Context: an optimization exercise on an open-source flow, tuned for small area. The choices shown serve that exercise and are no tape-out recipe.
No run shown here included a check of the RTL's function; only the layout flow was run.
Power and IR drop assume default switching activity.

## run.sh

```bash
#!/bin/bash
# synth_recipe.tcl (not shown) runs the flow's synth.tcl, then flattens the netlist and writes it again
# the make line also repeats each setting of config.mk as NAME=value (left out here)
make -C /OpenROAD-flow-scripts/flow DESIGN_CONFIG=/design/flow/config.mk WORK_HOME=/design/flow/orfs CLKGATE_MAP_FILE= SYNTH_SCRIPT=/design/flow/synth_recipe.tcl finish
```

## config.mk

```make
export PLATFORM = sky130hd
export DESIGN_NAME = top
export DESIGN_NICKNAME = top
export VERILOG_FILES = /design/flow/design.v
export SDC_FILE = /design/flow/constraint.sdc
export NUM_CORES = 4
export LEC_CHECK = 0
export CAP_MARGIN = 20
export CORE_MARGIN = 2
export CORE_UTILIZATION = 70
export CTS_BUF_LIST = sky130_fd_sc_hd__clkbuf_8 sky130_fd_sc_hd__clkbuf_16
export CTS_CLUSTER_DIAMETER = 70
export CTS_CLUSTER_SIZE = 24
export PLACE_DENSITY = 0.85
export SLEW_MARGIN = 20
```

## constraint.sdc

```tcl
create_clock -name core_clock -period 10.0 [get_ports {clk}]
set_input_delay 2.0000 -clock core_clock [delete_from_list [all_inputs] [get_ports {clk}]]
set_output_delay 2.0000 -clock core_clock [all_outputs]
set_load 0.01 [all_outputs]
```

## design.v

```verilog
`timescale 1ns / 1ps
module top (
    input  wire clk,
    input  wire reset,
    input  wire rx,
    output wire tx
);
    reg [2:0] ph;      
    reg [1:0] x;       
    reg [2:0] q;       
    reg [4:0] s;       
    wire wend = (ph == 3'd7);
    wire tick = wend & (x == 2'd3) & (q == 3'd4);
    always @(posedge clk) begin
        ph <= ph + 3'd1;
        s  <= {s[3:0], (s[4] ^ s[2]) | (s == 5'd0)};
        if (reset) begin
            x <= 2'd0;
            q <= 3'd0;
        end else begin
            x <= x + {1'b0, wend};
            q <= {q[1:0], ~q[2] & ~q[1]};
        end
    end
    reg  [247:0] rf;
    wire tap = rf[247];
    wire lin;
    always @(posedge clk) rf <= {rf[246:0], lin};
    reg       inframe;
    reg [4:0] ib;            
    wire rxd = tick & inframe;
    always @(posedge clk) begin
        if (reset) begin
            inframe <= 1'b0;
            ib      <= 5'd0;
        end else begin
            ib <= ib + {4'd0, rxd};
            if (tick) begin
                if (!inframe) begin
                    if (!rx) inframe <= 1'b1;
                end else if (ib[2:0] == 3'd7) begin
                    inframe <= 1'b0;
                end
            end
        end
    end
    reg [20:0] sr;
    wire [4:0] rd  = sr[4:0];
    wire [2:0] f3  = sr[7:5];
    wire [4:0] rs1 = sr[12:8];
    wire [7:0] imm = sr[20:13];
    wire [4:0] rs2 = sr[17:13];
    reg mlo, b5, f7s;
    always @(posedge clk) begin
        if (rxd) begin
            case (ib)
                5'd0: mlo <= rx;
                5'd1, 5'd4: mlo <= mlo & rx;
                5'd2, 5'd3, 5'd6: mlo <= mlo & ~rx;
                5'd5: b5 <= rx;
                5'd25: f7s <= ~rx;
                5'd30: f7s <= f7s & rx;
                5'd26, 5'd27, 5'd28, 5'd29, 5'd31: f7s <= f7s & ~rx;
                default: ;
            endcase
        end
    end
    wire is_r = mlo & b5;
    wire is_i = mlo & ~b5;
    wire ev27 = rxd & (ib == 5'd27);
    wire ev31 = rxd & (ib == 5'd31);
    localparam S_IDLE = 5'd0,  S_LAW = 5'd1,  S_LAD = 5'd2,  S_LBW = 5'd3,
               S_LBD  = 5'd4,  S_LBZ = 5'd5,  S_WT  = 5'd6,  S_EX0 = 5'd7,
               S_EX1  = 5'd8,  S_EX2 = 5'd9,  S_EX3 = 5'd10, S_WRW = 5'd11,
               S_WRD  = 5'd12, S_TXW = 5'd13, S_WRX = 5'd14, S_TST = 5'd15,
               S_D0   = 5'd16;
    reg [4:0] st, st_n;
    wire rs1z = (rs1 == 5'd0);
    wire rs2z = (rs2 == 5'd0);
    wire wen  = (is_r | is_i) & (rd != 5'd0);
    always @* begin
        st_n = st;
        case (st)
            S_IDLE: if (ev27) st_n = S_LAW;
            S_LAW:  if (rs1z || s == rs1) st_n = S_LAD;
            S_LAD:  st_n = S_LBW;
            S_LBW:  if (is_i) st_n = S_WT;
                    else if (rs2z) st_n = S_LBZ;
                    else if (s == rs2) st_n = S_LBD;
            S_LBD, S_LBZ: st_n = S_WT;
            S_WT:   if (ev31) st_n = S_EX0;
            S_EX0:  st_n = S_EX1;
            S_EX1:  st_n = S_EX2;
            S_EX2:  st_n = S_EX3;
            S_EX3:  st_n = S_WRW;
            S_WRW:  if (!wen) st_n = S_TXW;
                    else if (s == rd) st_n = S_WRD;
            S_WRD:  st_n = S_TXW;
            S_WRX:  st_n = S_IDLE;    
            S_TXW:  if (tick) st_n = S_TST;
            S_TST:  if (tick) st_n = S_D0;
            default: if (!st[0] || tick) st_n = st + 5'd1;    
        endcase
    end
    always @(posedge clk) begin
        if (reset)
            st <= (st == S_WRD || st == S_WRX) ? ((wend) ? S_IDLE : S_WRX) : S_IDLE;
        else if (wend)
            st <= st_n;
    end
    reg  [7:0] acc;           
    reg        cy;
    wire a  = acc[7];
    wire b  = sr[13];
    wire shift = is_r & (f3 == 3'b101);
    wire sub   = is_r & (f3 == 3'b000) & f7s;
    wire sra   = shift & f7s;
    wire logic_op = (is_r | is_i) & f3[2] & (f3[1] | ~f3[0]);
    wire bb  = b ^ sub;
    wire cin = (ph == 3'd0) ? sub : cy;
    wire sum = a ^ bb ^ cin;
    wire co  = (a & bb) | (a & cin) | (bb & cin);
    wire lres = f3[1] ? (f3[0] ? (a & b) : (a | b)) : (a ^ b);
    wire res  = logic_op ? lres : sum;
    wire [2:0] shamt = (sra && imm[7:3] != 5'd0) ? 3'b111 : imm[2:0];
    reg txr;
    wire tx_shw = st[4] & ~st[0];
    always @(posedge clk) begin
        if (reset)
            txr <= 1'b1;
        else if (tick)
            txr <= (st_n == S_TST) ? 1'b0 : st_n[4] ? acc[6] : 1'b1;
    end
    assign tx = txr;
    reg ain;
    always @* begin
        ain = a;
        case (st)
            S_LAD: ain = tap & ~rs1z;
            S_EX0: ain = shift ? a : res;
            S_EX1: if (shift && shamt[0]) ain = (ph == 3'd7) ? (sra & cy) : acc[6];
            S_EX2: if (shift && shamt[1]) ain = (ph >= 3'd6) ? (sra & cy) : acc[5];
            S_EX3: if (shift && shamt[2]) ain = (ph >= 3'd4) ? (sra & cy) : acc[3];
            default: if (tx_shw) ain = acc[6];
        endcase
    end
    always @(posedge clk) begin
        acc <= {acc[6:0], ain};
        if (st == S_EX0) cy <= shift ? a : co;
    end
    wire sr_rx = rxd & (ib < 5'd28);
    always @(posedge clk) begin
        if (sr_rx)
            sr <= {rx, sr[20:1]};
        else if (st == S_LBD || st == S_LBZ)
            sr[20:13] <= {tap & (st == S_LBD), sr[20:14]};
        else if (st == S_EX0)
            sr[20:13] <= {sr[13], sr[20:14]};
    end
    wire wr_win = (st == S_WRD) || (st == S_WRX);
    assign lin = wr_win ? a : tap;
endmodule
```

==> metrics.md, run 1 <==
| Metric | Value |
|---|---|
| Max Cap Viol | 0 |
| Type of the worst setup path | reg2out |
| Worst Path Required | 8000 ps |
| Largest family of logic cells by synthesized area | simple AND/OR/NAND/NOR gates |
| Cell Pwr Density | 241 mW/mm^2 |
| Via count | 4141 |
| Yosys top cell area share | 67.3% |
| Fin util | 77.4% |
| CTS Root Cell | clkbuf_16 |
| EDFF count, synth | 30 |
| Slew headroom | 60.5% |
| Net count after synthesis | 606 |
| Hold Violations, Final | 0 |
| Yosys top cell by area | dfxtp_1 |
| DRT Pass-1 Iters | 5 |
| Worst path bufs/invs | 1 |
| Final GP Congestion | 0.908 |
| FP Rows | 39 |
| Max frequency | 296 MHz |
| Die W | 112 um |
| RSZ-0062 raised after global routing | false |
| Sink Count | 306 |
| Final Max Slew Viols | 0 |
| Cts hold-fix bufs | 0 |
| Met2 WL | 6150 um |
| GRT overflow | 0 |
| Die ar. | 0.0126 mm^2 |
| Delay-heaviest family, CP | buffers and inverters |
| Number of buffers created by CTS | 16 |
| Routed vias/inst | 5.57 |
| CP Capture Type | output pin |
| Layout cells sized above 1 | 5.16% |
| Library cells used by synthesis | 61 |
| WP data arrival | 1380 ps |
| Register area share after synthesis | 78.2% |
| Nets | 612 |
| Clock Path Buffers | 3 |
| Reg2Reg Setup Slack | 6680 ps |
| Worst-skew pair later-pin latency | 490 ps |
| Synth Area in Simple Gates | 8.21% |
| Number of global-route vias before repair | 4161 |
| Top Metal Used | met4 |
| Starting Density | 71.9% |
| Post_cts resized | 0 |
| DR WL met3 | 715 um |
| DRT met1 WL | 5720 um |
| DRC | 0 |
| Ranking of synthesized cells by area | dfxtp_1 67%, edfxtp_1 11%, ha_1 2.1% |
| FF+latch count, synth | 306 |
| Post CTS Setup Buffer Count | 0 |
| Post-Route WL | 13100 um |
| Critical path launch point type | flop |
| Post-synth design cell area | 0.00821 mm^2 |
| Crit path max fanout | 2 |
| Area Overhead vs Synth | 7.52% |
| DP HPWL | 7780 um |
| PortBufs | 3 |
| Final period utilization | 33.8% |
| Ports | 4 |
| Worst-Margin Slew | 585 ps |
| Asr flop ratio synth | 0% |
| Gr usage total | 21.6% |
| First-pass GRT wire length | 21600 um |
| Die Span Y | 112 um |
| Sequence of cells on the critical path | clkdlybuf4s50_1 |
| Synthesized area per cell | 14.0 um^2 |
| Initial antenna violation count | 0 |
| Slowest stage delay, CP | 540 ps |
| Final setup viols | 0 |
| Most common flop cell mapped by yosys | dfxtp_1 |
| TritonCTS clock tree | done |
| Setup ws final | 6620 ps |
| Initial DRC Count | 459 |
| Pre-CTS setup slack | 6530 ps |
| Core outline area | 0.0114 mm^2 |
| Post-layout min period | 3380 ps |
| Multiplexer share of the synthesized area | 0.883% |
| Clk slew on worst S/H paths | 90 ps |
| Largest net degree at the start of global routing | 26 |
| Hold_ws | 326 ps |
| # diodes | 0 |
| WL/cell | 17.6 um |
| Status | timing/DRC/antenna clean |
| Xor/xnor share of the synthesized area | 2.24% |
| Most frequent cells in the layout | 276 x dfxtp_1, 30 x nor2_1, 30 x edfxtp_1, 27 x nand2_1, 24 x inv_1 |
| Final ANT Viol Nets | 0 |
| Leakage | 3.44 nW |
| H-tree depth | 1 |
| Max IR drop VDD | 0.248 mV |
| Setup TNS | 0 ps |
| Warnings, synthesis | 1 |
| Min-Delay Path Class | reg2reg |
| Commonest non-fill, non-tap cell in the layout | dfxtp_1 |
| Fraction of the mapped netlist area in adder cells | 2.38% |
| Synth Area in Compound Gates | 6.20% |
| Fillers | 661 |
| Setup Skew | 14.6 ps |
| Slowest CP cell | clkdlybuf4s50_1 |
| Pwr Total | 0.00213 W |
| Mapped Cells | 588 |
==> cell families after synthesis <==
| group | after synthesis |
|---|---|
| buffers and inverters | 34 |
| DFF | 306 |
| and+or+nand+nor | 129 |
| adders and majority gates | 15 |
| AOI/OAI and AO/OA | 76 |
| muxes | 7 |
| xor gates and xnor gates | 21 |
==> cells in the mapped netlist, types with 4 or more instances <==
library cell	n
nor2b_1	10
dfxtp_1	276
nor2_1	30
ha_1	14
nand3_1	11
inv_1	18
or2_2	4
xor2_1	5
clkbuf_1	11
xnor2_1	16
nand2b_1	4
nand2_1	27
mux2i_1	5
o21ai_0	22
a21oi_1	19
a211oi_1	4
edfxtp_1	30
nor3_1	15
==> where the power goes <==
group	total (W)	internal (W)	switching, W	leakage (nW)
Clock	0.000685	0.000332	0.000354	0.261
Combinational	0.000136	0.0000530	0.0000832	0.679
Sequential	0.00131	0.00128	0.0000303	2.50
Total	0.00213	0.00166	0.000467	3.44
==> state kept, by name, summed over array words and instances, names as in the netlist, 2 cells and up <==
name,flops
rf,248
sr,21
acc,8
ib,5
s,5
st,5
ph,3
q,3
x,2
==> final cells by class <==
class	count	area, um^2	area share, %
Clock buffer	19	464	5.26
Clock inverter	6	22.5	0.255
Inverter	18	67.6	0.765
Multi-Input combinational cell	248	1640	18.5
Sequential cell	306	6430	72.8
Tap cell	143	179	2.03
Timing Repair Buffer	4	37.5	0.425
==> metrics by stage <==
| step | cell area, um^2 | instances |
|---|---|---|
| 6_report | 8830 | 744 |
| 3_5_place_dp | 8350 | 719 |
| 5_1_grt | 8830 | 744 |
| 2_1_floorplan | 8210 | 588 |
| 4_1_cts | 8830 | 744 |
| 3_3_place_gp | 8350 | 719 |
==> routing by layer <==
layer	GRT usage, %	up-vias
li1	-	1999
met1	29.4	1958
met2	35.4	148
met3	3.62	36
met4	8.05	0
met5	0	-
==> worst reg2reg max path, delay by kind of cell (launching register included) <==
kind	cells	cell delay, ps
buf+inv	2	250
simple gates	4	1170
flops	1	470
compound gates	3	930
fa+ha+maj	1	380
==> path summary, 6_finish.rpt <==
check	from	endpoint	cells past startpoint
worst max-delay path	txr	tx	1
worst min-delay path	rf[6]	rf[7]	0
worst max register to register	st[1]	txr	10
worst min register to register	rf[6]	rf[7]	0
==> inputs of run 2 (changes only) <==
==> config.mk (replaced) <==
export PLATFORM = sky130hd
export DESIGN_NAME = top
export DESIGN_NICKNAME = top
export VERILOG_FILES = /design/flow/design.v
export SDC_FILE = /design/flow/constraint.sdc
export NUM_CORES = 4
export LEC_CHECK = 0
export CAP_MARGIN = 20
export CORE_MARGIN = 2
export CORE_UTILIZATION = 60
export CTS_BUF_LIST = sky130_fd_sc_hd__clkbuf_8
export CTS_CLUSTER_DIAMETER = 60
export CTS_CLUSTER_SIZE = 18
export PLACE_DENSITY = 0.75
export SLEW_MARGIN = 20
==> metrics.md, run 2 <==
| Metric | Value |
|---|---|
| Post-Route WL | 12000 um (was 13100 um) |
| Initial DRC Count | 351 (was 459) |
| Xor/xnor share of the synthesized area | 2.24% (unchanged) |
| Final ANT Viol Nets | 0 (unchanged) |
| Register area share after synthesis | 78.2% (unchanged) |
| Final period utilization | 34.2% (was 33.8%) |
| TritonCTS clock tree | done (unchanged) |
| Cts hold-fix bufs | 0 (unchanged) |
| Max IR drop VDD | 0.154 mV (was 0.248 mV) |
| Mapped Cells | 588 (unchanged) |
| Most common flop cell mapped by yosys | dfxtp_1 (unchanged) |
| Max frequency | 293 MHz (was 296 MHz) |
| Core outline area | 0.0133 mm^2 (was 0.0114 mm^2) |
| Critical Path Source | txr (unchanged) |
| PortBufs | 3 (unchanged) |
| Die W | 121 um (was 112 um) |
| First-pass GRT wire length | 20100 um (was 21600 um) |
| Status | timing/DRC/antenna clean (unchanged) |
| Min-Delay Path Class | reg2reg (unchanged) |
| Library cells used by synthesis | 61 (unchanged) |
| Clock Path Buffers | 3 (unchanged) |
| FF+latch count, synth | 306 (unchanged) |
| Final GP Congestion | 0.894 (was 0.908) |
| Ranking of synthesized cells by area | dfxtp_1 67%, edfxtp_1 11%, ha_1 2.1% (unchanged) |
| Die ar. | 0.0146 mm^2 (was 0.0126 mm^2) |
| Leakage | 3.38 nW (was 3.44 nW) |
| GRT overflow | 0 (unchanged) |
| Die Span Y | 121 um (was 112 um) |
| Area Overhead vs Synth | 6.52% (was 7.52%) |
| Via count | 4095 (was 4141) |
| CTS Root Cell | clkbuf_8 (was clkbuf_16) |
| DP HPWL | 7540 um (was 7780 um) |
| Post-layout min period | 3420 ps (was 3380 ps) |
| Commonest non-fill, non-tap cell in the layout | dfxtp_1 (unchanged) |
| Routed vias/inst | 5.24 (was 5.57) |
| Number of global-route vias before repair | 4098 (was 4161) |
| Type of the worst setup path | reg2out (unchanged) |
| Worst R2R Start | st[0] (was st[1]) |
| Critical path launch point type | flop (unchanged) |
| Yosys top cell area share | 67.3% (unchanged) |
| Most flops, register | rf (unchanged) |
| Largest family of logic cells by synthesized area | simple AND/OR/NAND/NOR gates (unchanged) |
| Sink Count | 306 (unchanged) |
| Yosys top cell by area | dfxtp_1 (unchanged) |
| Slowest CP cell | clkdlybuf4s50_1 (unchanged) |
| Worst-Margin Slew | 589 ps (was 585 ps) |
| Count leader, synth | dfxtp_1 (unchanged) |
| Worst path bufs/invs | 1 (unchanged) |
| Layout cells sized above 1 | 6.11% (was 5.16%) |
| Top flop regs | rf (248), sr (21), acc (8) (unchanged) |
| Fraction of the mapped netlist area in adder cells | 2.38% (unchanged) |
| Cell Pwr Density | 229 mW/mm^2 (was 241 mW/mm^2) |
| DRC | 0 (unchanged) |
| Hold Violations, Final | 0 (unchanged) |
| Max Cap Viol | 0 (unchanged) |
| Worst-skew pair later-pin latency | 520 ps (was 490 ps) |
| H-tree depth | 1 (unchanged) |
| # diodes | 0 (unchanged) |
| Starting Density | 61.8% (was 71.9%) |
| Asr flop ratio synth | 0% (unchanged) |
| Setup Skew | 15.9 ps (was 14.6 ps) |
| Most frequent cells in the layout | 276 x dfxtp_1, 30 x nor2_1, 30 x edfxtp_1, 27 x nand2_1, 23 x inv_1 (was 276 x dfxtp_1, 30 x nor2_1, 30 x edfxtp_1, 27 x nand2_1, 24 x inv_1) |
| Nets | 617 (was 612) |
| WL/cell | 15.4 um (was 17.6 um) |
| Max reg flops | 248 (unchanged) |
| Number of buffers created by CTS | 21 (was 16) |
| Slew headroom | 60.4% (was 60.5%) |
| Synth Area in Simple Gates | 8.21% (unchanged) |
| Net count after synthesis | 606 (unchanged) |
| RSZ-0062 raised after global routing | false (unchanged) |
| Slowest stage delay, CP | 550 ps (was 540 ps) |
| Largest net degree at the start of global routing | 20 (was 26) |
| Final Max Slew Viols | 0 (unchanged) |
| Initial antenna violation count | 0 (unchanged) |
| Warnings, synthesis | 1 (unchanged) |
| Delay-heaviest family, CP | buffers and inverters (unchanged) |
| WP data arrival | 1420 ps (was 1380 ps) |
| Synthesized area per cell | 14.0 um^2 (unchanged) |
| HP Start | rf[51] (was rf[6]) |
| Clk slew on worst S/H paths | 110 ps (was 90 ps) |
| Synth Area in Compound Gates | 6.20% (unchanged) |
| Setup TNS | 0 ps (unchanged) |
| Ports | 4 (unchanged) |
| EDFF count, synth | 30 (unchanged) |
| Multiplexer share of the synthesized area | 0.883% (unchanged) |
| Placed insts | 752 (was 719) |
| Worst Path Required | 8000 ps (about the same) |
| Post_cts resized | 0 (unchanged) |
| Top post-synthesis cells by count | 276 x dfxtp_1, 30 x edfxtp_1, 30 x nor2_1 (unchanged) |
| Gr usage total | 17.2% (was 21.6%) |
| Pre-CTS setup slack | 6500 ps (was 6530 ps) |
| Sequence of cells on the critical path | clkdlybuf4s50_1 (unchanged) |
| DRT Pass-1 Iters | 5 (unchanged) |
| Post CTS Setup Buffer Count | 0 (unchanged) |
| FP Rows | 42 (was 39) |
| Crit path max fanout | 2 (unchanged) |
| CP Capture Type | output pin (unchanged) |
| Setup ws final | 6580 ps (was 6620 ps) |
| Final setup viols | 0 (unchanged) |
| Final std cells w/o fill | 782 (was 744) |
| Post-synth design cell area | 0.00821 mm^2 (unchanged) |
## run 2: stage by stage
stage | area, um^2 | util, % | power [W] | hold slack, ps
after floorplan | 8210 | - | 0.00143 | 310
after global placement | 8390 | 63.1 | 0.00146 | 312
after detailed placement | 8390 | 63.1 | 0.00146 | 312
after CTS | 8750 | 65.8 | 0.00202 | 328
after global routing | 8750 | 65.8 | 0.00209 | 330
final | 8750 | 65.8 | 0.00201 | 326
## run 2: metal layers
| metal | part of all wire, % | GRT usage (%) | vias to the layer above |
|---|---|---|---|
| met5 | 0 | 0 | - |
| met4 | 3.2 | 6.76 | 0 |
| met3 | 4.0 | 3.01 | 30 |
| met2 | 44 | 26.1 | 105 |
| met1 | 49 | 24.8 | 1954 |
| li1 | - | - | 2006 |
## run 2: layout make-up
cell class                 count  area [um^2]
sequential                   306         6430
clock buffer                  21          289
inverter                      18         67.6
tap                          176          220
multi-input combinational    248         1640
clock inverter                 9         73.8
fill                         935         4550
timing repair buffer           4         37.5
## run 2: cell families after synthesis
group | count (synthesis)
simple gates | 129
xor+xnor | 21
mux | 7
flops | 306
fa+ha+maj | 15
buf+inv | 34
compound gates | 76
## run 2: where the power goes
part           internal, W  switching (W)
Clock             0.000224       0.000343
Sequential         0.00128      0.0000278
Combinational    0.0000532      0.0000818
## run 2: final timing paths
path / endpoint / slack, ps / cells after the start
worst min-delay path: rf[52] / 330 / 0
worst min register to register: rf[52] / 330 / 0
worst max-delay path: tx / 6580 / 1
worst max register to register: txr / 6810 / 10
==> inputs of run 3 (changes only) <==
--- a/config.mk
+++ b/config.mk
@@ -8,8 +8,8 @@
 export CAP_MARGIN = 20
 export CORE_MARGIN = 2
 export CORE_UTILIZATION = 60
-export CTS_BUF_LIST = sky130_fd_sc_hd__clkbuf_8
-export CTS_CLUSTER_DIAMETER = 60
-export CTS_CLUSTER_SIZE = 18
+export CTS_BUF_LIST = sky130_fd_sc_hd__clkbuf_16
+export CTS_CLUSTER_DIAMETER = 80
+export CTS_CLUSTER_SIZE = 30
 export PLACE_DENSITY = 0.75
 export SLEW_MARGIN = 20
==> metrics.md, run 3 <==
| Metric | Value |
|---|---|
| Starting Density | 61.8% (unchanged) |
| Worst path bufs/invs | 1 (unchanged) |
| TritonCTS clock tree | done (unchanged) |
| Slowest CP cell | clkdlybuf4s50_1 (unchanged) |
| FP Rows | 42 (unchanged) |
| Die ar. | 0.0146 mm^2 (unchanged) |
| Number of buffers created by CTS | 14 (was 21) |
| CP Capture Type | output pin (unchanged) |
| PortBufs | 3 (unchanged) |
| Commonest non-fill, non-tap cell in the layout | dfxtp_1 (unchanged) |
| Final ANT Viol Nets | 0 (unchanged) |
| Type of the worst setup path | reg2out (unchanged) |
| Layout cells sized above 1 | 5.02% (was 6.11%) |
| EDFF count, synth | 30 (unchanged) |
| WL/cell | 15.9 um (was 15.4 um) |
| Most common flop cell mapped by yosys | dfxtp_1 (unchanged) |
| Most frequent cells in the layout | 276 x dfxtp_1, 30 x nor2_1, 30 x edfxtp_1, 27 x nand2_1 (was 276 x dfxtp_1, 30 x nor2_1, 30 x edfxtp_1, 27 x nand2_1, 23 x inv_1) |
| Largest net degree at the start of global routing | 32 (was 20) |
| Die Span Y | 121 um (unchanged) |
| H-tree depth | 1 (unchanged) |
| Final Max Slew Viols | 0 (unchanged) |
| Net count after synthesis | 606 (unchanged) |
| Synthesized area per cell | 14.0 um^2 (unchanged) |
| Hold path cells | 0 (unchanged) |
| Worst Path Required | 8000 ps (about the same) |
| Stages on worst setup path | 1 (unchanged) |
| Fillers | 926 (was 935) |
| Final period utilization | 34.1% (was 34.2%) |
| Register-to-Register Path Depth | 10 (unchanged) |
| Initial DRC Count | 364 (was 351) |
| # diodes | 0 (unchanged) |
| FF+latch count, synth | 306 (unchanged) |
| Post_cts resized | 0 (unchanged) |
| Slowest stage delay, CP | 550 ps (about the same) |
| Top post-synthesis cells by count | 276 x dfxtp_1, 30 x edfxtp_1, 30 x nor2_1 (unchanged) |
| Setup TNS | 0 ps (unchanged) |
| RSZ-0062 raised after global routing | false (unchanged) |
| Ports | 4 (unchanged) |
| GRT overflow | 0 (unchanged) |
| Cell Pwr Density | 237 mW/mm^2 (was 229 mW/mm^2) |
| First-pass GRT wire length | 20600 um (was 20100 um) |
| CTS Root Cell | clkbuf_16 (was clkbuf_8) |
| Number of global-route vias before repair | 4109 (was 4098) |
| Post-synth design cell area | 0.00821 mm^2 (unchanged) |
| WP data arrival | 1410 ps (was 1420 ps) |
| DRT Pass-1 Iters | 5 (unchanged) |
| Sink Count | 306 (unchanged) |
| Hold Violations, Final | 0 (unchanged) |
| Final setup viols | 0 (unchanged) |
| Final GP Congestion | 0.894 (unchanged) |
| Post-layout min period | 3410 ps (was 3420 ps) |
| Setup Skew | 22.8 ps (was 15.9 ps) |
| Max frequency | 294 MHz (was 293 MHz) |
| Yosys top cell by area | dfxtp_1 (unchanged) |
| Post-Route WL | 12300 um (was 12000 um) |
| Register area share after synthesis | 78.2% (unchanged) |
| DRC | 0 (unchanged) |
| Most flops, register | rf (unchanged) |
| Critical path launch point type | flop (unchanged) |
| Core outline area | 0.0133 mm^2 (unchanged) |
| Max Cap Viol | 0 (unchanged) |
| Pre-CTS setup slack | 6500 ps (unchanged) |
| Clock Path Buffers | 3 (unchanged) |
| Ranking of synthesized cells by area | dfxtp_1 67%, edfxtp_1 11%, ha_1 2.1% (unchanged) |
| Count leader, synth | dfxtp_1 (unchanged) |
| Area Overhead vs Synth | 7.56% (was 6.52%) |
| Max reg flops | 248 (unchanged) |
| Post CTS Setup Buffer Count | 0 (unchanged) |
| Min-Delay Path Class | reg2reg (unchanged) |
| Cts hold-fix bufs | 0 (unchanged) |
| Leakage | 3.42 nW (was 3.38 nW) |
| Worst-Margin Slew | 619 ps (was 589 ps) |
| Mapped Cells | 588 (unchanged) |
| Warnings, synthesis | 1 (unchanged) |
| Top flop regs | rf (248), sr (21), acc (8) (unchanged) |
| Initial antenna violation count | 0 (unchanged) |
| Setup ws final | 6590 ps (was 6580 ps) |
| Max IR drop VDD | 0.276 mV (was 0.154 mV) |
| Clk slew on worst S/H paths | 110 ps (about the same) |
| Die W | 121 um (unchanged) |
| Library cells used by synthesis | 61 (unchanged) |
| Delay-heaviest family, CP | buffers and inverters (unchanged) |
| Slew headroom | 57.6% (was 60.4%) |
| Worst-skew pair later-pin latency | 490 ps (was 520 ps) |
| Routed vias/inst | 5.24 (about the same) |
| Asr flop ratio synth | 0% (unchanged) |
| Nets | 610 (was 617) |
| Sequence of cells on the critical path | clkdlybuf4s50_1 (unchanged) |
| Crit path max fanout | 2 (unchanged) |
| Yosys top cell area share | 67.3% (unchanged) |
| Gr usage total | 17.7% (was 17.2%) |
| Cell Area, Placed | 0.00839 mm^2 (unchanged) |
| Design Area, Final | 0.00883 mm^2 (was 0.00875 mm^2) |
| Via count | 4055 (was 4095) |
| DP HPWL | 7540 um (unchanged) |
| Status | timing/DRC/antenna clean (unchanged) |
[run 3: cell counts after synthesis]
No cell type changed its count.
[run 3: cell families (layout without fill, tap and decap cells)]
family | count (synthesis) | in the layout | share of synthesized area, %
compound gates | 76 | 76 | 6.20
xor+xnor | 21 | 21 | 2.24
mux | 7 | 7 | 0.883
buf+inv | 34 | 44 | 1.86
fa+ha+maj | 15 | 15 | 2.38
simple gates | 129 | 129 | 8.21
flops | 306 | 306 | 78.2
[run 3: final timing paths]
path	start	end	slack, ps
setup / recovery	txr	tx	6590
hold / removal	rf[51]	rf[52]	320
setup reg to reg	st[0]	txr	6760
hold reg to reg	rf[51]	rf[52]	320
[run 3: final cells by class]
| class | count | area (um^2) | area share, % |
|---|---|---|---|
| multi-input cells | 248 | 1640 | 18.5 |
| flip-flops and latches | 306 | 6430 | 72.7 |
| well taps | 176 | 220 | 2.49 |
| clock buffers | 15 | 375 | 4.25 |
| clock inverters | 7 | 72.6 | 0.821 |
| repair buffers | 4 | 37.5 | 0.425 |
| inverters | 18 | 67.6 | 0.765 |
[run 3: where the power goes]
part | leakage (nW) | switching (W) | internal (W)
clock network | 0.233 | 0.000354 | 0.000305
registers | 2.50 | 0.0000277 | 0.00128
logic | 0.679 | 0.0000811 | 0.0000529
total | 3.42 | 0.000463 | 0.00163
[run 3: through the flow]
step	total power, W	hold slack [ps]	std cells	utilization, %
2_1_floorplan	0.00143	310	588	-
6_report	0.00210	319	774	66.5
3_3_place_gp	0.00146	312	752	63.1
5_1_grt	0.00217	339	774	66.5
3_5_place_dp	0.00146	312	752	63.1
4_1_cts	0.00211	325	774	66.5
[run 3: metal layers]
layer  global-route usage [%]  up-vias  wire length, um  part of all wire [%]
li1                         -     1991                -                     -
met1                     25.3     1936             5930                    48
met2                     28.0      102             5580                    45
met3                     2.82       26              520                   4.2
met4                     5.60        0              301                   2.4
met5                        0        -                0                     0

[what the ideal ports hide]
In the flow no input, the clock included, has a driving cell. The finished layouts below were timed again as built, in two steps. Step 1 assumes that a clkbuf_16 drives the clock port and a buf_2 every other input. Step 2 also shifts input and output timing later by t, the mid clock arrival at the registers, as if the neighbouring blocks saw the same clock. a / b / c = no drivers / after step 1 / after step 2; a / b = the first two.
run	shift t [ns]	slack for setup (ns)	worst slew at a driven data input, ns	pins driven straight from the clock port
run 1	0.528	6.624 / 6.581 / 6.515	0.03	1
run 2	0.548	6.584 / 6.546 / 6.495	0.03	1
run 3	0.520	6.593 / 6.554 / 6.464	0.03	1
After both steps every run listed still meets setup and hold. The setup slack of run 3, which loses most, moves by -0.039 ns with the drivers and by -0.129 ns with both steps.
